From an optimization exercise on the open Yosys and OpenROAD flow, aimed at small area, a short achievable clock period and few clock cycles per item; shortcuts taken in it are not production practice.
At most, simulation tests tie the RTL to the original design; equivalence was not proved.
The RTL of runs 1 to 4 was laid out without a check of its function.
In runs 6 to 8 the design's own scripts or RTL, not TritonCTS, make the clock network.
The clock input has no modelled driver; a real chip could not lean on it and would need a root buffer or a full tree.
Power figures rest on the tool's default switching activity, not on a simulated workload.

===== design/flow/design.v =====
module subordinate #(
    localparam DATA_WIDTH = 32,
    localparam ADDRESS_WIDTH = 4
) (
    input  axi_aclk_in,
    input  axi_aresetn_in,
    input  [ADDRESS_WIDTH-1:0] axi_awaddr_in,
    input  [2:0] axi_awprot_in,
    input  axi_awvalid_in,
    input  [DATA_WIDTH-1:0] axi_wdata_in,
    input  [ADDRESS_WIDTH-1:0] axi_wstrb_in,
    input  axi_wvalid_in,
    input  axi_bready_in,
    input  [ADDRESS_WIDTH-1:0] axi_araddr_in,
    input  [2:0] axi_arprot_in,
    input  axi_arvalid_in,
    input  axi_rready_in,
    output axi_awready_out,
    output axi_wready_out,
    output [1:0] axi_bresp_out,
    output axi_bvalid_out,
    output axi_arready_out,
    output [DATA_WIDTH-1:0] axi_rdata_out,
    output [1:0] axi_rresp_out,
    output axi_rvalid_out
);
    reg [4*DATA_WIDTH-1:0] regs;
    reg  bvalid;
    wire bslot = !bvalid || axi_bready_in;
    wire write = axi_awvalid_in && axi_wvalid_in && bslot;
    assign axi_awready_out = axi_wvalid_in && bslot;
    assign axi_wready_out  = axi_awvalid_in && bslot;
    wire [DATA_WIDTH-1:0] wd = axi_wdata_in & {DATA_WIDTH{axi_aresetn_in}};
    integer n, k;
    always @(posedge axi_aclk_in)
        for (n = 0; n < 4; n = n + 1)
            for (k = 0; k < DATA_WIDTH/8; k = k + 1)
                if (!axi_aresetn_in || (write && axi_awaddr_in[3:2] == n && axi_wstrb_in[k]))
                    regs[n*DATA_WIDTH+k*8+:8] <= wd[k*8+:8];
    always @(posedge axi_aclk_in)
        if (!axi_aresetn_in)
            bvalid <= 1'b0;
        else if (bslot)
            bvalid <= write;
    assign axi_bvalid_out = bvalid;
    assign axi_bresp_out  = 2'b00;
    reg                  rvalid;
    reg [DATA_WIDTH-1:0] rdata;
    wire rslot = !rvalid || axi_rready_in;
    assign axi_arready_out = rslot;
    always @(posedge axi_aclk_in)
        if (!axi_aresetn_in)
            rvalid <= 1'b0;
        else if (rslot)
            rvalid <= axi_arvalid_in;
    always @(posedge axi_aclk_in)
        if (rslot)
            rdata <= regs[axi_araddr_in[3:2]*DATA_WIDTH+:DATA_WIDTH];
    assign axi_rvalid_out = rvalid;
    assign axi_rdata_out  = rdata;
    assign axi_rresp_out  = 2'b00;
endmodule

===== design/flow/flow/run.sh =====
#!/bin/bash
# Standard ORFS layout, with plain buffers (instead of the default delay
# cells) on the ports.
set -euo pipefail
export BUFFER_PORTS_ARGS="-buffer_cell sky130_fd_sc_hd__buf_1"
bash standard.sh > flow_make.log 2>&1

===== design/flow/standard.sh =====
#!/bin/bash
# synth_recipe.tcl (not shown) runs the flow's synth.tcl, then flattens the netlist and writes it again
# the make line also repeats each setting of config.mk as NAME=value (left out here)
make -C /OpenROAD-flow-scripts/flow DESIGN_CONFIG=/design/flow/config.mk WORK_HOME=/design/flow/orfs CLKGATE_MAP_FILE= SYNTH_SCRIPT=/design/flow/synth_recipe.tcl "${@:-finish}"

===== design/flow/config.mk =====
export PLATFORM = sky130hd
export DESIGN_NAME = subordinate
export DESIGN_NICKNAME = subordinate
export VERILOG_FILES = /design/flow/design.v
export SDC_FILE = /design/flow/constraint.sdc
export NUM_CORES = 4
export LEC_CHECK = 0
export CAP_MARGIN = 20
export CORE_MARGIN = 2
export CORE_UTILIZATION = 40
export CTS_BUF_LIST = sky130_fd_sc_hd__clkbuf_8
export CTS_CLUSTER_SIZE = 30
export SLEW_MARGIN = 20

===== design/flow/constraint.sdc =====
create_clock -name core_clock -period 2.5 [get_ports {axi_aclk_in}]
set_input_delay 0.5000 -clock core_clock [delete_from_list [all_inputs] [get_ports {axi_aclk_in}]]
set_output_delay 0.5000 -clock core_clock [all_outputs]
set_load 0.01 [all_outputs]

==> impl_metrics.tcl, run 1 <==
set metrics [dict create \
    status "complete, no violations" \
    start_kind "flop" \
    postCtsResizedCells 0 \
    crit_path_end_kind "flop" \
    synth_top_cell_by_area "edfxtp_1" \
    insertion_delay_ns 0.44 \
    holdPathStages 3 \
    num_antenna_cells 0 \
    vias 2918 \
    grt_first_pass_wirelength_um 16800 \
    core.rowCount 45 \
    period_needed_ns 1.90 \
    final_nets 440 \
    r2r_cells 4 \
    max-cap-violations 0 \
    grt_pass1_vias 3066 \
    hold_path_class "in -> reg" \
    ff2ff_setup_slack_ns 0.60 \
    initial_core_util 0.408 \
    p_per_area_nw_per_um2 788 \
    synthTopCellsByCount "edfxtp_1 (160), and2_1 (34), mux4_2 (30), o41ai_1 (9), inv_1 (5)" \
    tns_ns 0 \
    syn-instance-count 282 \
    setup_viol 0 \
    fillers 1308 \
    postCtsHoldBufs 0 \
    async_flop_share 0 \
    grt_max_degree 33 \
    reg2reg_from "bvalid$_SDFFE_PN0N_" \
    p_leak_nw 2.42 \
    netlist-cell-type-count 23 \
    die_x_um 129 \
    die_h_um 129 \
    synth_top_area_frac 0.774 \
    yosys-top-cells-area "edfxtp_1 (77%), mux4_2 (11%), and2_1 (3.4%), o41ai_1 (1.3%), buf_12 (0.97%)" \
    clockBufferDepth 2 \
    grt_overflow 0 \
    first_pass_iters 6 \
    drc 0 \
    hold_viol 0 \
    wl_um 11100 \
    antenna_found_initial 0 \
    synth_ff_type "edfxtp_1" \
    rsz0062_at_grt "false" \
    peakVddDrop_v 0.000368 \
    io_pins 98 \
    gp_congestion 0.658 \
    fmax_mhz 527 \
    cp.arrival_ns 2.04 \
    synth-seq-area-share 0.781 \
    die-area_um2 16500 \
    cp_slowest_cell "o41ai_2" \
    relSlewSlack 0.397 \
    finalMaxSlewViolations 0 \
    drive_above_1_share 0.222 \
    r2r-end "regs[10]$_DFFE_PP_" \
    htree_levels 4 \
    worst_pin_slew_ns 0.904 \
    critical_path.cell_chain "nor2b_1 -> buf_4 -> o41ai_2 -> buf_2" \
    slowest_delay_ns 0.60 \
    root_buffer "clkbuf_8" \
    path_clk_slew_ns 0.07 \
    grt_util_all_layers 0.144 \
    fin_crit_sh 0.758 \
    cts_tree "done" \
    dp_hpwl_um 6920 \
    cts.sinks 162 \
    critical_path_buf_inv_count 2 \
    synth_most_common_cell "edfxtp_1" \
    crit_required_ns 2.65 \
    portBuffers 83 \
    worstSetupPathType "reg -> reg" \
    total_power_mw 5.78 \
    post_drt_wl_per_cell_um 19.0 \
    syn_to_final_growth_pct 18.1 \
    post_cts_buffers 0 \
    synth_warnings 1 \
    synth-edff-count 160 \
    hold_end "rvalid$_SDFFE_PN0P_" \
    core_area_um2 15200 \
    cts_buffers 17 \
    netlist_area_um2 6210 \
    postSynthAreaPerCell_um2 22.0 \
    cp_top_family "compound AO/OA/AOI/OAI gates" \
    antenna_left 0 \
    clock_skew_ns 0.00712 \
    hold_start "axi_arvalid_in" \
    crit_fanout 16 \
    drt_iter0_markers 222 \
    viasPerCell 5.00 \
    ys_ff_latch 162 \
]
## through the flow
| stage | area, um^2 | util | hold slack [ns] | std cells | setup WS [ns] |
|---|---|---|---|---|---|
| floorplan | 6220 | - | 0.593 | 285 | 0.259 |
| global placement | 6810 | 0.448 | 0.585 | 551 | 0.107 |
| detailed placement | 6840 | 0.450 | 0.617 | 552 | 0.108 |
| CTS | 7250 | 0.477 | 0.248 | 584 | 0.338 |
| global route | 7330 | 0.482 | 0.287 | 584 | 0.500 |
| finish | 7330 | 0.482 | 0.272 | 584 | 0.604 |
## cells in the final DEF (no fill, tap or decap)
master	synthesis	final
o31ai_1	4	4
o41ai_2	3	2
mux4_1	2	2
nor2b_1	1	1
edfxtp_1	160	160
and2_1	34	34
a21boi_0	2	2
buf_1	1	80
inv_1	5	6
nand2b_1	3	2
buf_2	4	1
bufinv_16	0	4
conb_1	1	4
clkbuf_8	0	17
clkinvlp_4	0	2
or2b_1	1	1
or2_2	1	1
buf_12	3	2
dfxtp_1	2	2
nand3_1	4	4
o41ai_4	0	10
clkinv_2	0	3
clkinv_1	0	5
nand2_1	1	1
mux4_2	30	30
nand2b_2	0	1
clkbuf_2	0	3
buf_4	4	12
## metal layers
metal | track usage | vias to the layer above | part of all wire | routed length, um
met1 | 0.181 | 1477 | 0.43 | 4780
li1 | - | 1348 | - | -
met4 | 0.0633 | 0 | 0.018 | 199
met2 | 0.241 | 77 | 0.51 | 5660
met5 | 0 | - | 0 | 0
met3 | 0.0337 | 16 | 0.041 | 453
## logic make-up after synthesis
kind of cell,share of synthesized area
AO/OA/AOI/OAI,0.0278
buffers and inverters,0.0292
flip-flops,0.781
multiplexers,0.117
other,0.000604
AND/OR/NAND/NOR,0.0444
## worst min-delay path, cell delays in order
cell and delay, ns:
buf_1 0.07, inv_1 0.04, a21boi_0 0.06
## report_power, final
part,switching (mW),internal (mW),leakage (nW)
registers,0.0595,3.28,1.59
clock network,0.888,1.06,0.204
logic,0.278,0.208,0.629
total,1.23,4.55,2.42
## how the worst max path moves through the flow
stage | cells after the start | slack [ns] | from | to
finish | 4 | 0.60 | bvalid$_SDFFE_PN0N_ | regs[10]$_DFFE_PP_
global route | 4 | 0.50 | bvalid$_SDFFE_PN0N_ | regs[13]$_DFFE_PP_
CTS | 3 | 0.34 | bvalid$_SDFFE_PN0N_ | regs[88]$_DFFE_PP_
detailed placement | 4 | 0.11 | axi_bready_in | regs[92]$_DFFE_PP_
global placement | 3 | 0.11 | axi_awaddr_in[3] | regs[4]$_DFFE_PP_
floorplan | 3 | 0.26 | axi_awvalid_in | regs[0]$_DFFE_PP_
## state kept, by name, summed over array words and instances, names as in the netlist
| register | count |
|---|---|
| bvalid | 1 |
| rdata | 32 |
| regs | 128 |
| rvalid | 1 |
## area by class of cell
cell class                 count  area [um^2]  area share
tap                          188          235      0.0321
inverter                       5         18.8     0.00256
clock buffer                  17          234      0.0319
sequential                   162         4840       0.661
multi-input combinational     99         1370       0.187
timing repair buffer          98          450      0.0615
clock inverter                15          173      0.0236
==> inputs of run 2 (changes only) <==
--- a/design/flow/config.mk
+++ b/design/flow/config.mk
@@ -12,2 +12,3 @@
 export CTS_CLUSTER_SIZE = 30
+export SETUP_SLACK_MARGIN = 1.2
 export SLEW_MARGIN = 20
==> run 2 against run 1 <==
Routed wire length up 5.8%. Via count up 4.1%. Largest power group unchanged. Synthesized cell count unchanged. Still clean on timing, DRC and antenna. Die area unchanged.
==> impl_metrics.tcl, run 2 <==
set metrics [dict create \
    status "complete, no violations" \
    peakVddDrop_v 0.000321 \
    ff2ff_setup_slack_ns 0.91 \
    portBuffers 83 \
    gp_congestion 0.673 \
    grt_pass1_vias 3231 \
    grt_util_all_layers 0.148 \
    p_per_area_nw_per_um2 714 \
    clock_power_share 0.293 \
    synthTopCellsByCount "edfxtp_1 (160), and2_1 (34), mux4_2 (30), o41ai_1 (9), inv_1 (5)" \
    startpoint "bvalid$_SDFFE_PN0N_" \
    crit_required_ns 2.00 \
    p_int_mw 4.32 \
    period_needed_ns 1.77 \
    crit_path_end_kind "output pin" \
    sequentialPowerShare 0.601 \
    final_nets 463 \
    ys_ff_latch 162 \
    synth-edff-count 160 \
    drc 0 \
    cp-endpoint "axi_wready_out" \
    start_kind "flop" \
    setup_viol 0 \
    yosys-top-cells-area "edfxtp_1 (77%), mux4_2 (11%), and2_1 (3.4%), o41ai_1 (1.3%), buf_12 (0.97%)" \
    finalMaxSlewViolations 0 \
    hold_path_class "in -> reg" \
    p_comb_frac 0.106 \
    netlist_area_um2 6210 \
    antenna_found_initial 0 \
    synth_top_area_frac 0.774 \
    num_antenna_cells 0 \
    first_pass_iters 5 \
    syn-instance-count 282 \
    max-cap-violations 0 \
    cts_tree "done" \
    initial_core_util 0.408 \
    top_regs "regs: 128 flops, rdata: 32 flops" \
    synth_most_common_cell "edfxtp_1" \
    post_drt_wl_per_cell_um 19.3 \
    io_pins 98 \
    cts_buffers 17 \
    dp_hpwl_um 7140 \
    p_switching_mw 1.25 \
    clock_skew_ns 0.0101 \
    r2r-end "regs[57]$_DFFE_PP_" \
    sw_frac_of_total 0.224 \
    final_cell_mix "edfxtp_1 (160), buf_1 (45), mux4_2 (32), and2_1 (32), clkbuf_2 (32)" \
    hold_viol 0 \
    clockBufferDepth 2 \
    vias 3037 \
    postCtsHoldBufs 0 \
    synth-seq-area-share 0.781 \
    p_leak_nw 2.78 \
    wl_um 11700 \
    path_clk_slew_ns 0.08 \
    viasPerCell 5.00 \
    largest_reg_flops 128 \
    insertion_delay_ns 0.43 \
    drt_iter0_markers 251 \
    worstSetupPathType "reg -> out" \
    reg2reg_from "bvalid$_SDFFE_PN0N_" \
    synth_top_cell_by_area "edfxtp_1" \
    layout.cells.most_common "edfxtp_1" \
    grt_max_degree 33 \
    cp.arrival_ns 1.27 \
    die_x_um 129 \
    rsz0062_at_grt "true" \
    stdcell_count 607 \
    synth_warnings 1 \
    htree_levels 4 \
    tns_ns 0 \
    root_buffer "clkbuf_8" \
    async_flop_share 0 \
    dp_cells 557 \
    fmax_mhz 564 \
    fin_crit_sh 0.710 \
    grt_overflow 0 \
    die-area_um2 16500 \
    cts.sinks 162 \
    largest-register "regs" \
    r2r_cells 6 \
    grt_first_pass_wirelength_um 17500 \
    drive_above_1_share 0.387 \
    core.rowCount 45 \
    postSynthAreaPerCell_um2 22.0 \
    synth_ff_type "edfxtp_1" \
    core_area_um2 15200 \
    syn_to_final_growth_pct 25.7 \
    netlist-cell-type-count 23 \
    crit_fanout 3 \
    antenna_left 0 \
    die_h_um 129 \
]
-- run 2: cell counts after synthesis --
Identical to the previous run, type by type.
-- run 2: final cells by class --
class,count,area [um^2]
fillers,1270,7400
clock buffers,20,275
inverters,5,18.8
flip-flops and latches,162,4850
multi-input cells,100,1500
repair buffers,120,850
well taps,188,235
clock inverters,12,68.8
-- run 2: worst min-delay path by stage --
| stage | cells after the start | startpoint | endpoint | slack, ns |
|---|---|---|---|---|
| 6_report | 3 | axi_arvalid_in | rvalid$_SDFFE_PN0P_ | 0.27 |
| 5_1_grt | 3 | axi_arvalid_in | rvalid$_SDFFE_PN0P_ | 0.25 |
| 4_1_cts | 3 | axi_arvalid_in | rvalid$_SDFFE_PN0P_ | 0.24 |
| 3_5_place_dp | 1 | regs[74]$_DFFE_PP_ | rdata[10]$_DFFE_PP_ | 0.62 |
| 3_3_place_gp | 2 | bvalid$_SDFFE_PN0N_ | bvalid$_SDFFE_PN0N_ | 0.60 |
| 2_1_floorplan | 1 | regs[64]$_DFFE_PP_ | rdata[0]$_DFFE_PP_ | 0.61 |
-- run 2: per-stage QoR --
stage               hold slack [ns]  instance area, um^2   util  total power, mW  setup slack [ns]
floorplan                     0.609                 6570      -             3.75             0.783
global placement              0.602                 7100  0.467             3.91             0.488
detailed placement            0.616                 7100  0.467             3.94             0.448
CTS                           0.239                 7690  0.506             5.60             0.698
global route                  0.253                 7800  0.513             5.80             0.656
finish                        0.271                 7800  0.513             5.57             0.726
-- run 2: what timing repair did --
action | 4_1_cts | 5_1_grt
cloned | 2 | 1
pin swaps | 9 | 8
buffers inserted | 11 | 4
resized for setup | 26 | 35
setup endpoints to repair | 179 | 170
-- run 2: logic make-up after synthesis --
logic type | Yosys count | synth area share
other cells | 1 | 0.000604
mux | 32 | 0.117
simple gates | 45 | 0.0444
buf+inv | 24 | 0.0292
flops | 162 | 0.781
compound gates | 18 | 0.0278
-- run 2: routing by layer --
metal  GRT usage  vias up  share of wire
met4      0.0460        0         0.0075
met1       0.183     1547           0.43
met2       0.257       82           0.52
met3      0.0395        8          0.046
met5           0        -              0
li1            -     1400              -
-- run 2: critical path: stages, from the launching register on --
cell and delay (ns):
dfxtp_2 0.33, or2b_1 0.26, and2_4 0.15, buf_6 0.11
-- run 2: power groups by stage --
stage | Clock, mW | Sequential (mW) | Combinational [mW]
global placement | 0 | 3.39 | 0.519
global route | 1.79 | 3.37 | 0.640
detailed placement | 0 | 3.41 | 0.528
finish | 1.63 | 3.35 | 0.592
floorplan | 0 | 3.43 | 0.318
CTS | 1.68 | 3.35 | 0.573
==> inputs of run 3 (changes only) <==
--- a/design/flow/config.mk
+++ b/design/flow/config.mk
@@ -12,3 +12,3 @@
 export CTS_CLUSTER_SIZE = 30
-export SETUP_SLACK_MARGIN = 1.2
+export SETUP_SLACK_MARGIN = 0.8
 export SLEW_MARGIN = 20
==> run 3 against run 2 <==
Count of clock-buffer cells in the layout is the same. Sequential power is essentially flat. Critical endpoint unchanged. Highest routed layer unchanged. Hold slack lost 0.012 ns. Via count shrank 2.0%. Clock power grew 36%. Clock skew shrank 0.0031 ns. Combinational power shrank 17%. First-iteration DRC count shrank 21%. Die area is the same.
==> impl_metrics.tcl, run 3 <==
set metrics [dict create \
    drc 0 \
    async_flop_share 0 \
    synth_top_area_frac 0.774 \
    rsz0062_at_grt "true" \
    path_clk_slew_ns 0.07 \
    netlist-cell-type-count 23 \
    synth_warnings 1 \
    num_antenna_cells 0 \
    setup_viol 0 \
    grt_most_used_layer "met2" \
    crit_path_end_kind "output pin" \
    viasPerCell 4.99 \
    dp_cells 562 \
    postCtsHoldBufs 0 \
    die-area_um2 16500 \
    core_area_um2 15200 \
    first_pass_iters 4 \
    antenna_left 0 \
    largest-register "regs" \
    synth_ff_type "edfxtp_1" \
    ys_ff_latch 162 \
    cts_buffers 17 \
    crit_fanout 3 \
    start_kind "flop" \
    hold_path_class "in -> reg" \
    yosys-top-cells-area "edfxtp_1 (77%), mux4_2 (11%), and2_1 (3.4%), o41ai_1 (1.3%), buf_12 (0.97%)" \
    synth-seq-area-share 0.781 \
    post_drt_wl_per_cell_um 18.4 \
    clockBufferDepth 2 \
    top_regs "regs: 128 flops, rdata: 32 flops" \
    vias 2977 \
    drive_above_1_share 0.284 \
    postSynthAreaPerCell_um2 22.0 \
    p_leak_nw 2.54 \
    max-cap-violations 0 \
    finalMaxSlewViolations 0 \
    cp.arrival_ns 1.31 \
    insertion_delay_ns 0.45 \
    antenna_found_initial 0 \
    syn-instance-count 282 \
    period_needed_ns 1.81 \
    die_h_um 129 \
    gp_congestion 0.688 \
    largest_reg_flops 128 \
    total_power_mw 6.06 \
    synthTopCellsByCount "edfxtp_1 (160), and2_1 (34), mux4_2 (30), o41ai_1 (9), inv_1 (5)" \
    core.rowCount 45 \
    synth-edff-count 160 \
    final_cell_mix "edfxtp_1 (160), buf_1 (77), and2_1 (33)" \
    grt_first_pass_wirelength_um 16500 \
    final_nets 452 \
    fin_worst_hold_slack_ns 0.258 \
    status "complete, no violations" \
    root_buffer "clkbuf_8" \
    syn_to_final_growth_pct 20.6 \
    synth_top_cell_by_area "edfxtp_1" \
    portBuffers 83 \
    worstSetupPathType "reg -> out" \
    grt_overflow 0 \
    grt_max_degree 33 \
    cts_tree "done" \
    drt_iter0_markers 198 \
    use_met1 0.177 \
    cts.sinks 162 \
    worst_pin_slew_ns 0.591 \
    hold_viol 0 \
    initial_core_util 0.408 \
    crit_required_ns 2.00 \
    htree_levels 4 \
    wl_um 11000 \
    p_per_area_nw_per_um2 810 \
    netlist_area_um2 6210 \
    grt_use_met3 0.0462 \
    grt_use_met2 0.225 \
    fmax_mhz 552 \
    layout.cells.most_common "edfxtp_1" \
    clock_skew_ns 0.00700 \
    dp_hpwl_um 7240 \
    tns_ns 0 \
    grt_pass1_vias 3092 \
    stdcell_count 596 \
    peakVddDrop_v 0.000341 \
    grt_util_all_layers 0.142 \
    relSlewSlack 0.604 \
    final_util 0.492 \
    die_x_um 129 \
    fin_crit_sh 0.724 \
    synth_most_common_cell "edfxtp_1" \
    io_pins 98 \
]
run 3: cell counts after synthesis:
Identical to the previous run, type by type.
run 3: stage by stage:
step / worst slack [ns] / area [um^2]
CTS: 0.660 / 7470
global route: 0.619 / 7480
detailed placement: 0.442 / 6970
global placement: 0.496 / 6970
finish: 0.690 / 7480
floorplan: 0.770 / 6400
run 3: worst max-delay path, stage by stage, from the launching register on:
cell and delay [ns]:
dfxtp_2 0.34, or2b_1 0.25, and2_1 0.14, buf_2 0.13
run 3: what timing repair did:
item                       CTS  global route
setup buffers                1             1
pin swaps                    2             0
setup endpoints to repair   83            83
gates resized for setup      5             2
run 3: worst paths after layout:
path,startpoint,end,slack [ns],depth (start not counted)
setup / recovery,bvalid$_SDFFE_PN0N_,axi_wready_out,0.69,3
hold / removal,axi_arvalid_in,rvalid$_SDFFE_PN0P_,0.26,3
setup reg to reg,bvalid$_SDFFE_PN0N_,regs[24]$_DFFE_PP_,0.74,4
hold reg to reg,rvalid$_SDFFE_PN0P_,rdata[0]$_DFFE_PP_,0.61,1
run 3: cells by family after synthesis:
group                  after synthesis  share of synthesized area
flip-flops                         162                      0.781
other                                1                   0.000604
AND/OR/NAND/NOR                     45                     0.0444
multiplexers                        32                      0.117
AO/OA/AOI/OAI                       18                     0.0278
buffers and inverters               24                     0.0292
run 3: where the power goes:
| part | switching [mW] | total, mW | internal, mW |
|---|---|---|---|
| sequential | 0.0644 | 3.35 | 3.28 |
| clock | 0.867 | 2.22 | 1.36 |
| combinational | 0.273 | 0.492 | 0.219 |
run 3: cell type report:
cell class	count	area, um^2
timing repair buffer	110	534
clock buffer	20	275
multi-input combinational	99	1360
clock inverter	12	210
sequential	162	4850
fill	1258	7720
tap	188	235
inverter	5	18.8
run 3: layer usage:
metal	vias up	share of wire	routed length [um]
met1	1492	0.43	4680
met2	95	0.50	5450
met4	0	0.019	204
met5	-	0	0
li1	1375	-	-
met3	15	0.060	654
==> inputs of run 4 (changes only) <==
--- a/design/flow/config.mk
+++ b/design/flow/config.mk
@@ -10,5 +10,2 @@
 export CORE_UTILIZATION = 40
-export CTS_BUF_LIST = sky130_fd_sc_hd__clkbuf_8
-export CTS_CLUSTER_SIZE = 30
-export SETUP_SLACK_MARGIN = 0.8
 export SLEW_MARGIN = 20
==> run 4 against run 3 <==
Still clean on timing, DRC and antenna. Clock power is 18% higher. Synthesized area stayed put. Design area is 0.48% higher. First-iteration DRC count is 51% higher. Final cell count is 2.0% lower. Hold slack better by 0.046 ns. Register-to-register slack worse by 0.12 ns. Count of clock-buffer cells in the layout is 2 lower. Sequential share of layout area is 0.35 points lower. Via count is 1.1% lower.
==> impl_metrics.tcl, run 4 <==
set metrics [dict create \
    die_x_um 129 \
    sw_frac_of_total 0.203 \
    hold_viol 0 \
    hold_path_class "in -> reg" \
    relSlewSlack 0.404 \
    synth_warnings 1 \
    synth_top_cell_by_area "edfxtp_1" \
    rsz0062_at_grt "false" \
    p_leak_nw 2.51 \
    worstSetupPathType "reg -> reg" \
    dp_hpwl_um 6920 \
    initial_core_util 0.408 \
    syn_to_final_growth_pct 21.2 \
    async_flop_share 0 \
    io_pins 98 \
    dp_cells 552 \
    grt_util_all_layers 0.145 \
    yosys-top-cells-area "edfxtp_1 (77%), mux4_2 (11%), and2_1 (3.4%), o41ai_1 (1.3%), buf_12 (0.97%)" \
    path_clk_slew_ns 0.06 \
    worst_pin_slew_ns 0.893 \
    p_per_area_nw_per_um2 858 \
    r2r_cells 4 \
    fmax_mhz 533 \
    postCtsResizedCells 0 \
    clock_power_share 0.406 \
    synth-edff-count 160 \
    p_comb_frac 0.075 \
    synthTopCellsByCount "edfxtp_1 (160), and2_1 (34), mux4_2 (30), o41ai_1 (9), inv_1 (5)" \
    holdPathStages 3 \
    postCtsHoldBufs 0 \
    clock_skew_ns 0.00630 \
    post_cts_buffers 0 \
    finalMaxSlewViolations 0 \
    grt_pass1_vias 3077 \
    ff2ff_setup_slack_ns 0.62 \
    postSynthAreaPerCell_um2 22.0 \
    synth_ff_type "edfxtp_1" \
    final_cell_mix "edfxtp_1 (160), buf_1 (80), and2_1 (34)" \
    core_area_um2 15200 \
    die_h_um 129 \
    total_power_mw 6.45 \
    crit_required_ns 2.62 \
    crit_path_end_kind "flop" \
    status "complete, no violations" \
    synth_top_area_frac 0.774 \
    multi_input_area_um2 1370 \
    top_regs "regs: 128 flops, rdata: 32 flops" \
    ys_ff_latch 162 \
    drc 0 \
    root_buffer "clkbuf_16" \
    drive_above_1_share 0.222 \
    stdcell_count 584 \
    synth-seq-area-share 0.781 \
    drt_iter0_markers 298 \
    p_switching_mw 1.31 \
    start_kind "flop" \
    netlist-cell-type-count 23 \
    cts_buffers 17 \
    post_drt_wl_per_cell_um 19.1 \
    regArea_um2 4840 \
    clockBufferDepth 2 \
    largest_reg_flops 128 \
    layout.cells.most_common "edfxtp_1" \
    sequentialPowerShare 0.519 \
    netlist_area_um2 6210 \
    antenna_left 0 \
    num_antenna_cells 0 \
    peakVddDrop_v 0.000475 \
    antenna_found_initial 0 \
    p_int_mw 5.14 \
    insertion_delay_ns 0.42 \
    wl_um 11200 \
    largest-register "regs" \
    grt_max_degree 33 \
    fillers 1281 \
    grt_first_pass_wirelength_um 16900 \
    reg2reg_from "bvalid$_SDFFE_PN0N_" \
    first_pass_iters 4 \
    place_ws_ns 0.108 \
    max-cap-violations 0 \
    setup_viol 0 \
    cts_tree "done" \
    tns_ns 0 \
    core.rowCount 45 \
    final_nets 440 \
    synth_most_common_cell "edfxtp_1" \
    cp.arrival_ns 1.99 \
    crit_fanout 16 \
    setup_ws_ns 0.625 \
    gp_congestion 0.658 \
    die-area_um2 16500 \
    fin_crit_sh 0.750 \
    r2r-end "regs[10]$_DFFE_PP_" \
    hold_end "rvalid$_SDFFE_PN0P_" \
    viasPerCell 5.04 \
    syn-instance-count 282 \
    portBuffers 83 \
    period_needed_ns 1.88 \
    htree_levels 4 \
    grt_overflow 0 \
    vias 2943 \
    hold_start "axi_arvalid_in" \
    cts.sinks 162 \
]
-- run 4: cell counts after synthesis --
Identical to the previous run, type by type.
-- run 4: metrics by stage --
stage / instance area (um^2) / util / hold slack (ns)
after floorplan: 6220 / - / 0.593
after global placement: 6810 / 0.448 / 0.585
after detailed placement: 6840 / 0.450 / 0.617
after CTS: 7440 / 0.490 / 0.288
after global routing: 7520 / 0.495 / 0.328
final: 7520 / 0.495 / 0.304
-- run 4: routing by layer --
metal,part of all wire,vias to the layer above,track usage
li1,-,1354,-
met1,0.43,1508,0.183
met2,0.51,67,0.241
met3,0.035,14,0.0324
met4,0.018,0,0.0691
met5,0,-,0
-- run 4: critical path, stage by stage (launching register included) --
cell	delay, ns
dfxtp_1	0.32
nor2b_1	0.14
buf_4	0.24
o41ai_2	0.58
buf_2	0.29
-- run 4: cell families after synthesis --
| family | count (synthesis) | share of synthesized area |
|---|---|---|
| AO/OA/AOI/OAI | 18 | 0.0278 |
| buffers and inverters | 24 | 0.0292 |
| flip-flops | 162 | 0.781 |
| multiplexers | 32 | 0.117 |
| other | 1 | 0.000604 |
| AND/OR/NAND/NOR | 45 | 0.0444 |
-- run 4: final cells by class --
cell class              instances  share of cell area
flip-flops and latches        162               0.644
multi-input cells              99               0.183
repair buffers                 98              0.0599
clock buffers                  18              0.0571
well taps                     188              0.0313
clock inverters                14              0.0225
inverters                       5             0.00250
-- run 4: worst max-delay path by stage --
stage | slack, ns | start | to | depth (start not counted)
6_report | 0.62 | bvalid$_SDFFE_PN0N_ | regs[10]$_DFFE_PP_ | 4
2_1_floorplan | 0.26 | axi_awvalid_in | regs[0]$_DFFE_PP_ | 3
5_1_grt | 0.50 | bvalid$_SDFFE_PN0N_ | regs[10]$_DFFE_PP_ | 4
4_1_cts | 0.34 | bvalid$_SDFFE_PN0N_ | regs[89]$_DFFE_PP_ | 3
3_3_place_gp | 0.11 | axi_awaddr_in[3] | regs[4]$_DFFE_PP_ | 3
3_5_place_dp | 0.11 | axi_bready_in | regs[92]$_DFFE_PP_ | 4
-- run 4: power by group through the flow --
stage | clock network (mW) | logic (mW) | registers (mW)
final | 2.62 | 0.486 | 3.35
after global routing | 2.77 | 0.533 | 3.37
after CTS | 2.67 | 0.483 | 3.35
after detailed placement | 0 | 0.481 | 3.41
after global placement | 0 | 0.467 | 3.39
after floorplan | 0 | 0.258 | 3.43
==> inputs of run 5 (changes only) <==
--- a/design/flow/design.v
+++ b/design/flow/design.v
@@ -27,7 +27,5 @@
     reg [4*DATA_WIDTH-1:0] regs;
-    reg  bvalid;
-    wire bslot = !bvalid || axi_bready_in;
-    wire write = axi_awvalid_in && axi_wvalid_in && bslot;
-    assign axi_awready_out = axi_wvalid_in && bslot;
-    assign axi_wready_out  = axi_awvalid_in && bslot;
+    wire write = axi_awvalid_in && axi_wvalid_in;
+    assign axi_awready_out = axi_wvalid_in;
+    assign axi_wready_out  = axi_awvalid_in;
     wire [DATA_WIDTH-1:0] wd = axi_wdata_in & {DATA_WIDTH{axi_aresetn_in}};
@@ -39,7 +37,15 @@
                     regs[n*DATA_WIDTH+k*8+:8] <= wd[k*8+:8];
+    reg       bvalid;
+    reg [2:0] bq;
+    wire      bslot = !bvalid || axi_bready_in;
     always @(posedge axi_aclk_in)
-        if (!axi_aresetn_in)
+        if (!axi_aresetn_in) begin
             bvalid <= 1'b0;
-        else if (bslot)
-            bvalid <= write;
+            bq     <= 3'd0;
+        end else if (bslot) begin
+            bvalid <= write || (bq != 3'd0);
+            bq     <= (bq != 3'd0) ? bq - 3'd1 + {2'b00, write} : 3'd0;
+        end else begin
+            bq     <= bq + {2'b00, write};
+        end
     assign axi_bvalid_out = bvalid;
==> design/flow/flow/run.sh (replaced) <==
#!/bin/bash
# Standard ORFS layout with two changes: plain buffers (instead of the
# default delay cells) on the ports, and a one-level clock tree of
# 4 sky130_fd_sc_hd__clkbuf_16 buffers driven from the clock port (flow/cts.tcl) in place of
# TritonCTS. ORFS logs stay under orfs/logs; make's output goes to
# flow_make.log.
set -euo pipefail
export BUFFER_PORTS_ARGS="-buffer_cell sky130_fd_sc_hd__buf_1"
export PRE_CTS_TCL="$(pwd)/flow/cts.tcl"
export MY_CTS_NBUF=4
export MY_CTS_CELL=sky130_fd_sc_hd__clkbuf_16

bash standard.sh > flow_make.log 2>&1
==> design/flow/flow/cts.tcl (new file) <==
# Clock tree of NBUF parallel buffers, each driving one cluster of the
# clock sinks and each driven straight from the clock port.
proc my_cts {nbuf cell} {
  set block [ord::get_db_block]
  set clknet [$block findNet axi_aclk_in]
  set sinks {}
  foreach it [$clknet getITerms] {
    set inst [$it getInst]
    set loc [$inst getLocation]
    lappend sinks [list $it [lindex $loc 0] [lindex $loc 1]]
  }
  # k-means on sink locations, seeded by sorting along y then x
  set n [llength $sinks]
  set srt [lsort -integer -index 2 $sinks]
  set cent {}
  for {set k 0} {$k < $nbuf} {incr k} {
    set s [lindex $srt [expr {int(($k + 0.5) * $n / $nbuf)}]]
    lappend cent [list [lindex $s 1] [lindex $s 2]]
  }
  for {set iter 0} {$iter < 30} {incr iter} {
    set asg {}
    foreach s $sinks {
      set best 0; set bd 1e30
      for {set k 0} {$k < $nbuf} {incr k} {
        set c [lindex $cent $k]
        set d [expr {abs([lindex $s 1]-[lindex $c 0]) + abs([lindex $s 2]-[lindex $c 1])}]
        if {$d < $bd} { set bd $d; set best $k }
      }
      lappend asg $best
    }
    set newc {}
    for {set k 0} {$k < $nbuf} {incr k} {
      set sx 0; set sy 0; set m 0
      foreach s $sinks a $asg { if {$a == $k} { set sx [expr {$sx + [lindex $s 1]}]; set sy [expr {$sy + [lindex $s 2]}]; incr m } }
      if {$m > 0} { lappend newc [list [expr {$sx / $m}] [expr {$sy / $m}]] } else { lappend newc [lindex $cent $k] }
    }
    set cent $newc
  }
  set master [[ord::get_db] findMaster $cell]
  for {set k 0} {$k < $nbuf} {incr k} {
    set net [odb::dbNet_create $block "clknet_leaf_$k"]
    $net setSigType CLOCK
    set buf [odb::dbInst_create $block $master "clkbuf_leaf_$k"]
    set c [lindex $cent $k]
    $buf setLocation [lindex $c 0] [lindex $c 1]
    $buf setPlacementStatus PLACED
    [$buf findITerm A] connect $clknet
    [$buf findITerm X] connect $net
    foreach s $sinks a $asg {
      if {$a == $k} {
        set it [lindex $s 0]
        $it disconnect
        $it connect $net
      }
    }
    puts "clock leaf $k: [llength [lsearch -all $asg $k]] sinks"
  }
}

# Sourced by ORFS before its clock tree synthesis (PRE_CTS_TCL): build the
# tree here and turn ORFS's own clock_tree_synthesis call into a no-op.
my_cts $::env(MY_CTS_NBUF) $::env(MY_CTS_CELL)
rename clock_tree_synthesis orfs_clock_tree_synthesis
proc clock_tree_synthesis {args} { set_propagated_clock [all_clocks] }
--- a/design/flow/config.mk
+++ b/design/flow/config.mk
@@ -9,3 +9,3 @@
 export CORE_MARGIN = 2
-export CORE_UTILIZATION = 40
+export CORE_UTILIZATION = 80
 export SLEW_MARGIN = 20
==> run 5 against run 4 <==
The run now fails in detailed placement (3_5_place_dp). Synthesized area is 2.1% higher. Synthesized cell count is 11% higher.
==> impl_metrics.tcl, run 5 <==
set metrics [dict create \
    synth_top_area_frac 0.758 \
    async_flop_share 0 \
    synth-seq-area-share 0.774 \
    netlist_area_um2 6340 \
    synthTopCellsByCount "edfxtp_1 (160), nand2_1 (36), and2_1 (32), mux4_2 (30)" \
    status "did not finish" \
    initial_core_util 0.824 \
    syn-instance-count 312 \
    gp_congestion 0.740 \
    ys_ff_latch 165 \
    synth_top_cell_by_area "edfxtp_1" \
    die_h_um 93.0 \
    yosys-top-cells-area "edfxtp_1 (76%), mux4_2 (11%), and2_1 (3.2%), nand2_1 (2.1%), dfxtp_1 (1.6%)" \
    portBuffers 83 \
    postSynthAreaPerCell_um2 20.3 \
    synth_most_common_cell "edfxtp_1" \
    netlist-cell-type-count 28 \
    synth-edff-count 160 \
    run.stop_error "[ERROR DPL-0033] detailed placement checks failed during check placement." \
    synth_ff_type "edfxtp_1" \
    dp_hpwl_um 9730 \
    core.rowCount 32 \
    synth_warnings 1 \
    die_x_um 93.0 \
    stop_stage "detailed placement (3_5_place_dp)" \
    io_pins 98 \
]
==> run 5: cell types whose count changed after synthesis, moves of 2 or more <==
| cell | before | now |
|---|---|---|
| clkbuf_1 | 4 | 6 |
| o41ai_1 | 9 | 0 |
| o31ai_1 | 4 | 0 |
| nand3_1 | 4 | 0 |
| and4b_1 | 0 | 2 |
| buf_4 | 4 | 6 |
| and2_1 | 34 | 32 |
| or3_1 | 0 | 3 |
| ha_1 | 0 | 4 |
| o41ai_2 | 3 | 0 |
| dfxtp_1 | 2 | 5 |
| buf_6 | 3 | 1 |
| nand2_1 | 1 | 36 |
==> run 5: worst max path at each step <==
stage | end | depth (start not counted) | startpoint
after global placement | bq[1]$_SDFF_PN0_ | 6 | axi_awvalid_in
after floorplan | axi_arready_out | 1 | axi_rready_in
==> run 5: cell families after synthesis <==
family	count (synthesis)	synth area share
multiplexers	32	0.115
AND/OR/NAND/NOR	80	0.0675
other	1	0.000592
AO/OA/AOI/OAI	7	0.00829
buffers and inverters	23	0.0267
adder cells (fa/ha/maj)	4	0.00790
flip-flops	165	0.774
==> run 5: power groups by stage <==
stage	clock [mW]	sequential, mW	combinational [mW]
2_1_floorplan	0	3.53	0.349
3_3_place_gp	0	3.50	0.528
Testbench counts of run 5, summed over its fixed seeds: cycles 1,288, items 2,560.
==> inputs of run 6 (changes only) <==
==> design/flow/flow/run.sh (replaced) <==
#!/bin/bash
# Standard ORFS layout with two changes: plain buffers (instead of the
# default delay cells) on the ports, and a two-level clock tree built by
# flow/cts.tcl in place of TritonCTS: the clock port drives 2 sky130_fd_sc_hd__clkbuf_16,
# which drive 12 sky130_fd_sc_hd__clkbuf_8 leaf buffers, each driving one cluster of registers.
# ORFS logs stay under orfs/logs; make's output goes to flow_make.log.
set -euo pipefail
export BUFFER_PORTS_ARGS="-buffer_cell sky130_fd_sc_hd__buf_1"
export PRE_CTS_TCL="$(pwd)/flow/cts.tcl"
export MY_CTS_N1=2
export MY_CTS_CELL1=sky130_fd_sc_hd__clkbuf_16
export MY_CTS_N2=12
export MY_CTS_CELL2=sky130_fd_sc_hd__clkbuf_8

bash standard.sh > flow_make.log 2>&1
==> design/flow/flow/cts.tcl (replaced) <==

proc kmeans {pts k} {
  # pts: list of {x y}; returns list of cluster indices
  set n [llength $pts]
  set srt [lsort -integer -index 1 [lsort -integer -index 0 $pts]]
  set srt {}
  set i 0
  foreach p $pts { lappend srt [list [lindex $p 0] [lindex $p 1] $i]; incr i }
  set srt [lsort -integer -index 1 $srt]
  # seed: split by y into rows of about sqrt(k) bands, then by x
  set rows [expr {max(1, int(round(sqrt($k))))}]
  set cent {}
  set per [expr {double($n) / $k}]
  for {set c 0} {$c < $k} {incr c} {
    set s [lindex $srt [expr {min($n - 1, int(($c + 0.5) * $per))}]]
    lappend cent [list [lindex $s 0] [lindex $s 1]]
  }
  for {set iter 0} {$iter < 50} {incr iter} {
    set asg {}
    foreach p $pts {
      set best 0; set bd 1e30
      for {set c 0} {$c < $k} {incr c} {
        set q [lindex $cent $c]
        set d [expr {abs([lindex $p 0]-[lindex $q 0]) + abs([lindex $p 1]-[lindex $q 1])}]
        if {$d < $bd} { set bd $d; set best $c }
      }
      lappend asg $best
    }
    set newc {}
    for {set c 0} {$c < $k} {incr c} {
      set sx 0; set sy 0; set m 0
      foreach p $pts a $asg { if {$a == $c} { set sx [expr {$sx + [lindex $p 0]}]; set sy [expr {$sy + [lindex $p 1]}]; incr m } }
      if {$m > 0} { lappend newc [list [expr {$sx / $m}] [expr {$sy / $m}]] } else { lappend newc [lindex $cent $c] }
    }
    set cent $newc
  }
  return [list $asg $cent]
}

proc add_buf {block master name x y innet} {
  set net [odb::dbNet_create $block "${name}_net"]
  $net setSigType CLOCK
  set buf [odb::dbInst_create $block $master $name]
  $buf setLocation [expr {int($x)}] [expr {int($y)}]
  $buf setPlacementStatus PLACED
  [$buf findITerm A] connect $innet
  [$buf findITerm X] connect $net
  return $net
}

proc my_cts {n1 cell1 n2 cell2} {
  set block [ord::get_db_block]
  set clknet [$block findNet axi_aclk_in]
  set sinks {}
  set pts {}
  foreach it [$clknet getITerms] {
    set loc [[$it getInst] getLocation]
    lappend sinks $it
    lappend pts [list [lindex $loc 0] [lindex $loc 1]]
  }
  set r2 [kmeans $pts $n2]
  set asg2 [lindex $r2 0]; set cent2 [lindex $r2 1]
  set m1 [[ord::get_db] findMaster $cell1]
  set m2 [[ord::get_db] findMaster $cell2]
  if {$n1 > 0} {
    set r1 [kmeans $cent2 $n1]
    set asg1 [lindex $r1 0]; set cent1 [lindex $r1 1]
    set l1nets {}
    for {set c 0} {$c < $n1} {incr c} {
      set q [lindex $cent1 $c]
      lappend l1nets [add_buf $block $m1 "clkbuf_l1_$c" [lindex $q 0] [lindex $q 1] $clknet]
    }
  }
  set l2nets {}
  for {set c 0} {$c < $n2} {incr c} {
    set q [lindex $cent2 $c]
    if {$n1 > 0} { set in [lindex $l1nets [lindex $asg1 $c]] } else { set in $clknet }
    lappend l2nets [add_buf $block $m2 "clkbuf_l2_$c" [lindex $q 0] [lindex $q 1] $in]
  }
  foreach it $sinks a $asg2 {
    $it disconnect
    $it connect [lindex $l2nets $a]
  }
  for {set c 0} {$c < $n2} {incr c} { puts "clock leaf $c: [llength [lsearch -all $asg2 $c]] sinks" }
}

if {[info exists ::env(MY_CTS_N2)]} {
  # Sourced by ORFS before its clock tree synthesis (PRE_CTS_TCL): build the
  # tree here and turn ORFS's own clock_tree_synthesis call into a no-op.
  my_cts $::env(MY_CTS_N1) $::env(MY_CTS_CELL1) $::env(MY_CTS_N2) $::env(MY_CTS_CELL2)
  rename clock_tree_synthesis orfs_clock_tree_synthesis
  proc clock_tree_synthesis {args} { set_propagated_clock [all_clocks] }
}
--- a/design/flow/config.mk
+++ b/design/flow/config.mk
@@ -9,3 +9,4 @@
 export CORE_MARGIN = 2
-export CORE_UTILIZATION = 80
+export CORE_UTILIZATION = 40
+export SETUP_SLACK_MARGIN = 1.1
 export SLEW_MARGIN = 20
==> run 6 against run 5 <==
Now clean on timing, DRC and antenna. Synthesized cell count unchanged. Synthesized area unchanged.
==> impl_metrics.tcl, run 6 <==
set metrics [dict create \
    drt_iter0_markers 226 \
    crit_fanout 1 \
    crit_path_end_kind "output pin" \
    gp_congestion 0.746 \
    met1_length_um 4710 \
    peakVddDrop_v 0.000347 \
    max-cap-violations 0 \
    drive_above_1_share 0.239 \
    async_flop_share 0 \
    rsz0062_at_grt "true" \
    worstSetupPathType "reg -> out" \
    synth_top_cell_by_area "edfxtp_1" \
    synth_most_common_cell "edfxtp_1" \
    fin_worst_hold_slack_ns 0.416 \
    grt_max_degree 33 \
    initial_core_util 0.405 \
    grt_util_all_layers 0.133 \
    hold_path_class "in -> reg" \
    final_cell_mix "edfxtp_1 (160), buf_1 (72), and2_1 (32)" \
    cp_slowest_cell "edfxtp_1" \
    cp_top_family "flip-flops" \
    synth_ff_type "edfxtp_1" \
    fin_area_um2 7320 \
    largest_reg_flops 128 \
    fin_crit_sh 0.565 \
    place_area_um2 6920 \
    dp_hpwl_um 6980 \
    antenna_left 0 \
    viasPerCell 4.80 \
    tns_ns 0 \
    postSynthAreaPerCell_um2 20.3 \
    first_pass_iters 4 \
    synthTopCellsByCount "edfxtp_1 (160), nand2_1 (36), and2_1 (32), mux4_2 (30)" \
    fmax_mhz 709 \
    die-area_um2 16900 \
    io_pins 98 \
    ys_ff_latch 165 \
    grt_first_pass_wirelength_um 17000 \
    syn_to_final_growth_pct 15.5 \
    p_leak_nw 2.44 \
    wl_met3_um 475 \
    period_needed_ns 1.41 \
    synth-edff-count 160 \
    ff2ff_setup_slack_ns 1.18 \
    critical_path.cell_chain "clkbuf_2" \
    cp.arrival_ns 0.91 \
    post_drt_wl_per_cell_um 18.8 \
    insertion_delay_ns 0.33 \
    drc 0 \
    core_area_um2 15700 \
    start_kind "flop" \
    slowest_delay_ns 0.44 \
    antenna_found_initial 0 \
    setup_viol 0 \
    wl_um 11700 \
    portBuffers 83 \
    netlist_area_um2 6340 \
    path_clk_slew_ns 0.10 \
    final_nets 469 \
    r2r_cells 5 \
    grt_pass1_vias 3165 \
    startpoint "rdata[1]$_DFFE_PP_" \
    core.rowCount 46 \
    clock_skew_ns 0.0328 \
    die_h_um 130 \
    yosys-top-cells-area "edfxtp_1 (76%), mux4_2 (11%), and2_1 (3.2%), nand2_1 (2.1%), dfxtp_1 (1.6%)" \
    p_per_area_nw_per_um2 742 \
    synth-seq-area-share 0.774 \
    syn-instance-count 312 \
    top_layer "met4" \
    total_power_mw 5.43 \
    synth_top_area_frac 0.758 \
    finalMaxSlewViolations 0 \
    die_x_um 130 \
    crit_required_ns 2.00 \
    largest-register "regs" \
    critical_path_buf_inv_count 1 \
    layout.cells.most_common "edfxtp_1" \
    status "complete, no violations" \
    cp-endpoint "axi_rdata_out[1]" \
    grt_overflow 0 \
    final_util 0.467 \
    hold_viol 0 \
    num_antenna_cells 0 \
    reg2reg_from "bq[0]$_SDFF_PN0_" \
    worstSetupPathDepth 1 \
    netlist-cell-type-count 28 \
    r2r-end "bq[1]$_SDFF_PN0_" \
    synth_warnings 1 \
    top_regs "regs: 128 flops, rdata: 32 flops, bq: 3 flops" \
    dr_wl_met2_um 6280 \
    holdPathStages 3 \
    vias 2986 \
]
## run 6: cell counts after synthesis
No cell type changed its count.
## run 6: worst min path at each step
stage                               end  slack [ns]        startpoint
CTS                 rvalid$_SDFFE_PN0P_        0.41    axi_arvalid_in
floorplan              bq[2]$_SDFF_PN0_        0.47  bq[2]$_SDFF_PN0_
global route        rvalid$_SDFFE_PN0P_        0.41    axi_arvalid_in
detailed placement     bq[2]$_SDFF_PN0_        0.51  bq[2]$_SDFF_PN0_
global placement       bq[2]$_SDFF_PN0_        0.50  bq[2]$_SDFF_PN0_
finish              rvalid$_SDFFE_PN0P_        0.42    axi_arvalid_in
## run 6: cells by family after synthesis
group                    Yosys count  share of synthesized area
adder cells (fa/ha/maj)            4                    0.00790
AND/OR/NAND/NOR                   80                     0.0675
multiplexers                      32                      0.115
flip-flops                       165                      0.774
AO/OA/AOI/OAI                      7                    0.00829
buffers and inverters             23                     0.0267
other                              1                   0.000592
## run 6: repair_timing
action / CTS / global route
pin swaps: 0 / 0
gates resized for setup: 25 / 13
endpoints found under the setup margin: 148 / 23
hold buffers: 0 / 0
gates cloned: 2 / 2
setup buffers: 1 / 1
## run 6: metal layers
layer,GRT usage,up-vias
met5,0,-
li1,-,1392
met4,0.0259,0
met2,0.254,62
met1,0.160,1514
met3,0.0197,18
## run 6: power by group
part | internal [mW] | switching, mW | total, mW
clock network | 0.578 | 0.768 | 1.35
registers | 3.36 | 0.0975 | 3.46
logic | 0.293 | 0.331 | 0.624
total | 4.23 | 1.20 | 5.43
## run 6: through the flow
stage / worst slack, ns / cells
2_1_floorplan: 1.02 / 315
3_3_place_gp: 0.526 / 602
3_5_place_dp: 0.497 / 602
4_1_cts: 1.02 / 619
5_1_grt: 1.07 / 622
6_report: 1.09 / 622
## run 6: cell type report
type                            instances  area, um^2
Buffer                                 14         215
Fill cell                            1350        8340
Inverter                                4        17.5
Multi-Input combinational cell        128        1400
Sequential cell                       165        4910
Tap cell                              216         270
Timing Repair Buffer                   95         504
==> inputs of run 7 (changes only) <==
--- a/design/flow/config.mk
+++ b/design/flow/config.mk
@@ -10,3 +10,3 @@
 export CORE_UTILIZATION = 40
-export SETUP_SLACK_MARGIN = 1.1
+export SETUP_SLACK_MARGIN = 1.0
 export SLEW_MARGIN = 20
==> run 7 against run 6 <==
Final cell count fell by 0.96%. First-iteration DRC count fell by 31%. Core utilization fell by 1.1 points. Synthesized cell count did not move. Clock power barely moved. Hold slack got worse by 0.014 ns. Highest routed layer unchanged. Sequential share of layout area rose by 1.6 points. Clock skew rose by 0.0030 ns.
==> impl_metrics.tcl, run 7 <==
set metrics [dict create \
    initial_core_util 0.405 \
    crit_fanout 17 \
    grt_first_pass_wirelength_um 16100 \
    layout.cells.most_common "edfxtp_1" \
    synth_top_cell_by_area "edfxtp_1" \
    hold_path_class "in -> reg" \
    critical_path.cell_chain "buf_2 -> buf_12 -> mux4_2" \
    grt_overflow 0 \
    grt_pass1_vias 3071 \
    reg2reg_from "bq[0]$_SDFF_PN0_" \
    synth-seq-area-share 0.774 \
    core_area_um2 15700 \
    slowest_delay_ns 0.39 \
    p_per_area_nw_per_um2 750 \
    period_needed_ns 1.42 \
    post_cts_buffers 0 \
    status "complete, no violations" \
    finalMaxSlewViolations 0 \
    drt_iter0_markers 155 \
    clock_skew_ns 0.0358 \
    postCtsHoldBufs 0 \
    async_flop_share 0 \
    p_leak_nw 2.38 \
    fmax_mhz 703 \
    peakVddDrop_v 0.000333 \
    core.rowCount 46 \
    path_clk_slew_ns 0.08 \
    synthMuxAreaShare 0.115 \
    fin_crit_sh 0.569 \
    vias 2947 \
    gp_congestion 0.754 \
    setup_viol 0 \
    ys_ff_latch 165 \
    synth_compound_area_frac 0.00829 \
    drive_above_1_share 0.190 \
    synthTopCellsByCount "edfxtp_1 (160), nand2_1 (36), and2_1 (32), mux4_2 (30)" \
    first_pass_iters 4 \
    yosys-top-cells-area "edfxtp_1 (76%), mux4_2 (11%), and2_1 (3.2%), nand2_1 (2.1%), dfxtp_1 (1.6%)" \
    wl_met3_um 513 \
    synth_ff_type "edfxtp_1" \
    synthAdderAreaFrac 0.00790 \
    ff2ff_setup_slack_ns 1.12 \
    insertion_delay_ns 0.33 \
    met1_length_um 4300 \
    die-area_um2 16900 \
    final_nets 463 \
    largest-register "regs" \
    post_drt_wl_per_cell_um 17.5 \
    netlist-cell-type-count 28 \
    setup_ws_ns 1.08 \
    crit_path_end_kind "flop" \
    antenna_found_initial 0 \
    final_cell_mix "edfxtp_1 (160), buf_1 (77), and2_1 (32)" \
    hold_start "axi_arvalid_in" \
    grt_max_degree 34 \
    holdPathStages 3 \
    grt_util_all_layers 0.125 \
    portBuffers 83 \
    top_regs "regs: 128 flops, rdata: 32 flops, bq: 3 flops" \
    synth_warnings 1 \
    worstSetupPathType "in -> reg" \
    syn_to_final_growth_pct 12.7 \
    r2r-end "bq[1]$_SDFF_PN0_" \
    synth_simple_gate_area_frac 0.0675 \
    synth_most_common_cell "edfxtp_1" \
    start_kind "primary input" \
    synth_top_family_by_area "multiplexers" \
    tns_ns 0 \
    final_util 0.456 \
    antenna_left 0 \
    postSynthAreaPerCell_um2 20.3 \
    netlist_area_um2 6340 \
    die_x_um 130 \
    crit_required_ns 2.53 \
    cp_slowest_cell "buf_2" \
    place_ws_ns 0.605 \
    synth-edff-count 160 \
    hold_viol 0 \
    top_layer "met4" \
    r2r_cells 5 \
    dr_wl_met2_um 5710 \
    wl_um 10800 \
    rsz0062_at_grt "false" \
    drc 0 \
    hold_end "rvalid$_SDFFE_PN0P_" \
    synth-xor-area-share 0 \
    die_h_um 130 \
    cp.arrival_ns 1.45 \
    viasPerCell 4.78 \
    largest_reg_flops 128 \
    io_pins 98 \
    synth_top_area_frac 0.758 \
    syn-instance-count 312 \
    max-cap-violations 0 \
    num_antenna_cells 0 \
    dp_hpwl_um 7200 \
]
-- run 7: final cells by class --
type,count,area (um^2)
plain buffers,14,215
fillers,1392,8510
inverters,4,15.0
multi-input cells,127,1320
flip-flops and latches,165,4910
well taps,216,270
repair buffers,90,414
-- run 7: cell families after synthesis --
group           after synthesis
mux                          32
simple gates                 80
other cells                   1
buf+inv                      23
compound gates                7
fa+ha+maj                     4
flops                       165
-- run 7: worst max-delay path, delay by kind of cell --
family / cells / cell delay, ns
buf+inv: 2 / 0.62
mux: 1 / 0.32
-- run 7: power breakdown --
| group | internal [mW] | total, mW | switching [mW] |
|---|---|---|---|
| combinational | 0.259 | 0.571 | 0.312 |
| sequential | 3.36 | 3.45 | 0.0881 |
| clock | 0.578 | 1.34 | 0.758 |
-- run 7: worst max path at each step --
stage                     cells past startpoint  slack [ns]             endpoint        startpoint
after floorplan                               1        0.99      axi_arready_out     axi_rready_in
after global placement                        3        0.62   rdata[1]$_DFFE_PP_  axi_araddr_in[2]
after detailed placement                      3        0.61   rdata[1]$_DFFE_PP_  axi_araddr_in[2]
after CTS                                     4        1.00  regs[110]$_DFFE_PP_    axi_awvalid_in
after global routing                          4        1.01   regs[83]$_DFFE_PP_  axi_awaddr_in[2]
final                                         3        1.08  rdata[28]$_DFFE_PP_  axi_araddr_in[3]
-- run 7: stage by stage --
stage / cells / cell area, um^2 / power (mW) / hold slack, ns
global route: 616 / 7140 / 5.59 / 0.429
global placement: 602 / 6870 / 4.05 / 0.497
CTS: 616 / 7120 / 5.42 / 0.394
finish: 616 / 7140 / 5.35 / 0.402
detailed placement: 602 / 6870 / 4.09 / 0.508
floorplan: 315 / 6360 / 3.88 / 0.473
-- run 7: what timing repair did --
action | 4_1_cts | 5_1_grt
setup endpoints to repair | 107 | 83
gates resized for setup | 11 | 13
gates cloned | 0 | 0
pin swaps | 0 | 0
-- run 7: metal layers --
metal,track usage,up-vias
li1,-,1381
met1,0.155,1478
met2,0.235,70
met3,0.0172,18
met4,0.0266,0
met5,0,-
==> inputs of run 8 (changes only) <==
--- a/design/flow/flow/run.sh
+++ b/design/flow/flow/run.sh
@@ -4,3 +4,3 @@
 # flow/cts.tcl in place of TritonCTS: the clock port drives 2 sky130_fd_sc_hd__clkbuf_16,
-# which drive 12 sky130_fd_sc_hd__clkbuf_8 leaf buffers, each driving one cluster of registers.
+# which drive 8 sky130_fd_sc_hd__clkbuf_16 leaf buffers, each driving one cluster of registers.
 # ORFS logs stay under orfs/logs; make's output goes to flow_make.log.
@@ -11,4 +11,4 @@
 export MY_CTS_CELL1=sky130_fd_sc_hd__clkbuf_16
-export MY_CTS_N2=12
-export MY_CTS_CELL2=sky130_fd_sc_hd__clkbuf_8
+export MY_CTS_N2=8
+export MY_CTS_CELL2=sky130_fd_sc_hd__clkbuf_16
 
--- a/design/flow/config.mk
+++ b/design/flow/config.mk
@@ -10,3 +10,3 @@
 export CORE_UTILIZATION = 40
-export SETUP_SLACK_MARGIN = 1.0
+export SETUP_SLACK_MARGIN = 1.1
 export SLEW_MARGIN = 20
==> run 8 against run 7 <==
Sequential share of layout area is 2.2 points lower. Clock skew decreased by 0.0097 ns. Core utilization rose by 1.6 points. Setup slack gained 0.017 ns. Register-to-register slack improved by 0.04 ns. Routed wire length increased by 8.4%. Critical path type is now in -> out.
==> impl_metrics.tcl, run 8 <==
set metrics [dict create \
    fmax_mhz 711 \
    clock_skew_ns 0.0261 \
    path_clk_slew_ns 0.07 \
    stdcell_count 621 \
    antenna_left 0 \
    rsz0062_at_grt "true" \
    ys_ff_latch 165 \
    io_pins 98 \
    insertion_delay_ns 0.32 \
    worstSetupPathType "in -> out" \
    start_kind "primary input" \
    postSynthAreaPerCell_um2 20.3 \
    die_h_um 130 \
    async_flop_share 0 \
    hold_end "rvalid$_SDFFE_PN0P_" \
    setup_viol 0 \
    final_util 0.472 \
    holdPathStages 3 \
    total_power_mw 5.60 \
    yosys-top-cells-area "edfxtp_1 (76%), mux4_2 (11%), and2_1 (3.2%), nand2_1 (2.1%), dfxtp_1 (1.6%)" \
    grt_max_degree 33 \
    die-area_um2 16900 \
    core.rowCount 46 \
    p_leak_nw 2.46 \
    top_regs "regs: 128 flops, rdata: 32 flops, bq: 3 flops" \
    crit_fanout 2 \
    netlist_area_um2 6340 \
    cp.arrival_ns 0.91 \
    synth_warnings 1 \
    dp_hpwl_um 6980 \
    top_layer "met4" \
    dp_cells 602 \
    core_area_um2 15700 \
    status "complete, no violations" \
    num_antenna_cells 0 \
    r2r_cells 4 \
    grt_util_all_layers 0.134 \
    final_cell_mix "edfxtp_1 (160), buf_1 (76), and2_1 (32)" \
    fin_crit_sh 0.563 \
    grt_overflow 0 \
    finalMaxSlewViolations 0 \
    layout.cells.most_common "edfxtp_1" \
    die_x_um 130 \
    tns_ns 0 \
    viasPerCell 4.84 \
    final_nets 468 \
    vias 3008 \
    largest-register "regs" \
    synth_top_area_frac 0.758 \
    crit_required_ns 2.00 \
    peakVddDrop_v 0.000526 \
    period_needed_ns 1.41 \
    synth_top_cell_by_area "edfxtp_1" \
    hold_path_class "in -> reg" \
    synth-seq-area-share 0.774 \
    drive_above_1_share 0.235 \
    synthTopCellsByCount "edfxtp_1 (160), nand2_1 (36), and2_1 (32), mux4_2 (30)" \
    crit_path_end_kind "output pin" \
    p_per_area_nw_per_um2 758 \
    r2r-end "rdata[21]$_DFFE_PP_" \
    met1_length_um 4620 \
    drt_iter0_markers 286 \
    gp_congestion 0.746 \
    wl_met3_um 565 \
    wl_um 11700 \
    syn_to_final_growth_pct 16.5 \
    grt_first_pass_wirelength_um 17000 \
    antenna_found_initial 0 \
    synth-edff-count 160 \
    netlist-cell-type-count 28 \
    syn-instance-count 312 \
    postCtsHoldBufs 0 \
    hold_start "axi_arvalid_in" \
    first_pass_iters 4 \
    portBuffers 83 \
    grt_pass1_vias 3152 \
    synth_ff_type "edfxtp_1" \
    reg2reg_from "rvalid$_SDFFE_PN0P_" \
    initial_core_util 0.405 \
    synth_most_common_cell "edfxtp_1" \
    max-cap-violations 0 \
    dr_wl_met2_um 6270 \
    largest_reg_flops 128 \
    drc 0 \
    post_drt_wl_per_cell_um 18.8 \
    ff2ff_setup_slack_ns 1.16 \
    hold_viol 0 \
]
run 8: how the worst max path moves through the flow:
stage / startpoint / to / slack (ns)
global route: axi_rready_in / axi_arready_out / 1.07
finish: axi_rready_in / axi_arready_out / 1.09
global placement: axi_awvalid_in / regs[120]$_DFFE_PP_ / 0.53
CTS: axi_rready_in / axi_arready_out / 1.02
detailed placement: axi_wvalid_in / regs[34]$_DFFE_PP_ / 0.50
floorplan: axi_araddr_in[2] / rdata[10]$_DFFE_PP_ / 1.02
run 8: critical path, stage by stage:
cell and delay (ns):
clkbuf_2 0.10, nand2b_4 0.17, buf_6 0.13
run 8: cell type report:
| cell class | count | area (um^2) |
|---|---|---|
| buffer | 10 | 250 |
| fill | 1348 | 8270 |
| inverter | 4 | 17.5 |
| multi-input combinational | 128 | 1410 |
| sequential | 165 | 4910 |
| tap | 216 | 270 |
| timing repair buffer | 98 | 524 |
run 8: report_power, final:
part / internal [mW] / switching, mW
Sequential: 3.36 / 0.100
Clock: 0.718 / 0.777
Combinational: 0.305 / 0.339
Total: 4.38 / 1.22
run 8: stage by stage:
stage	hold WS (ns)	cell area [um^2]	worst slack [ns]
after floorplan	0.474	6430	1.02
after global placement	0.502	6920	0.526
after global routing	0.408	7380	1.07
after detailed placement	0.511	6920	0.497
final	0.415	7380	1.09
after CTS	0.413	7260	1.02
run 8: logic make-up after synthesis:
group           Yosys count  synth area share
buf+inv                  23            0.0267
other cells               1          0.000592
compound gates            7           0.00829
simple gates             80            0.0675
flops                   165             0.774
mux                      32             0.115
fa+ha+maj                 4           0.00790
run 8: timing repair:
action | CTS | global route
endpoints found under the setup margin | 155 | 20
pin swaps | 0 | 2
gates cloned | 2 | 2
buffers inserted | 1 | 4
resized for setup | 23 | 19
endpoints found under the hold margin | 0 | 0
run 8: per-layer routing:
metal / vias to the layer above / global-route usage
met5: - / 0
met4: 0 / 0.0278
met3: 15 / 0.0180
met2: 80 / 0.254
met1: 1518 / 0.162
li1: 1395 / -

[port drivers added, routing unchanged]
In the flow no input, the clock included, has a driving cell. The finished layouts below were timed again as built, in two steps.
Step 1, drivers: a clkbuf_16 drives axi_aclk_in and a buf_2 each remaining input, both assumed.
Step 2 times the ports against the registers' clock, not the clock port: input delays grow and output delays shrink by t, the midpoint of the rising clock arrivals with the driver on.
Slacks: ideal ports / drivers / drivers and shift; pairs: ideal ports / drivers.
| run | t (ns) | setup WS [ns] | worst setup path at the end | clock arrival spread, ns |
|---|---|---|---|---|
| run 1 | 0.478 | 0.604 / 0.580 / 0.297 | input to register | 0.011 / 0.011 |
| run 2 | 0.460 | 0.726 / 0.693 / 0.571 | input to register | 0.011 / 0.011 |
| run 3 | 0.486 | 0.690 / 0.651 / 0.476 | input to register | 0.009 / 0.009 |
| run 4 | 0.453 | 0.625 / 0.612 / 0.329 | input to register | 0.010 / 0.009 |
| run 6 | 0.368 | 1.089 / 1.031 / 0.780 | input to register | 0.038 / 0.038 |
| run 7 | 0.372 | 1.077 / 1.019 / 0.741 | input to register | 0.044 / 0.044 |
| run 8 | 0.366 | 1.094 / 1.060 / 0.797 | input to register | 0.027 / 0.027 |
After both steps every run listed still meets setup and hold. For run 7, which loses most, drivers alone change the setup slack by -0.058 ns; drivers and shift together by -0.336 ns.
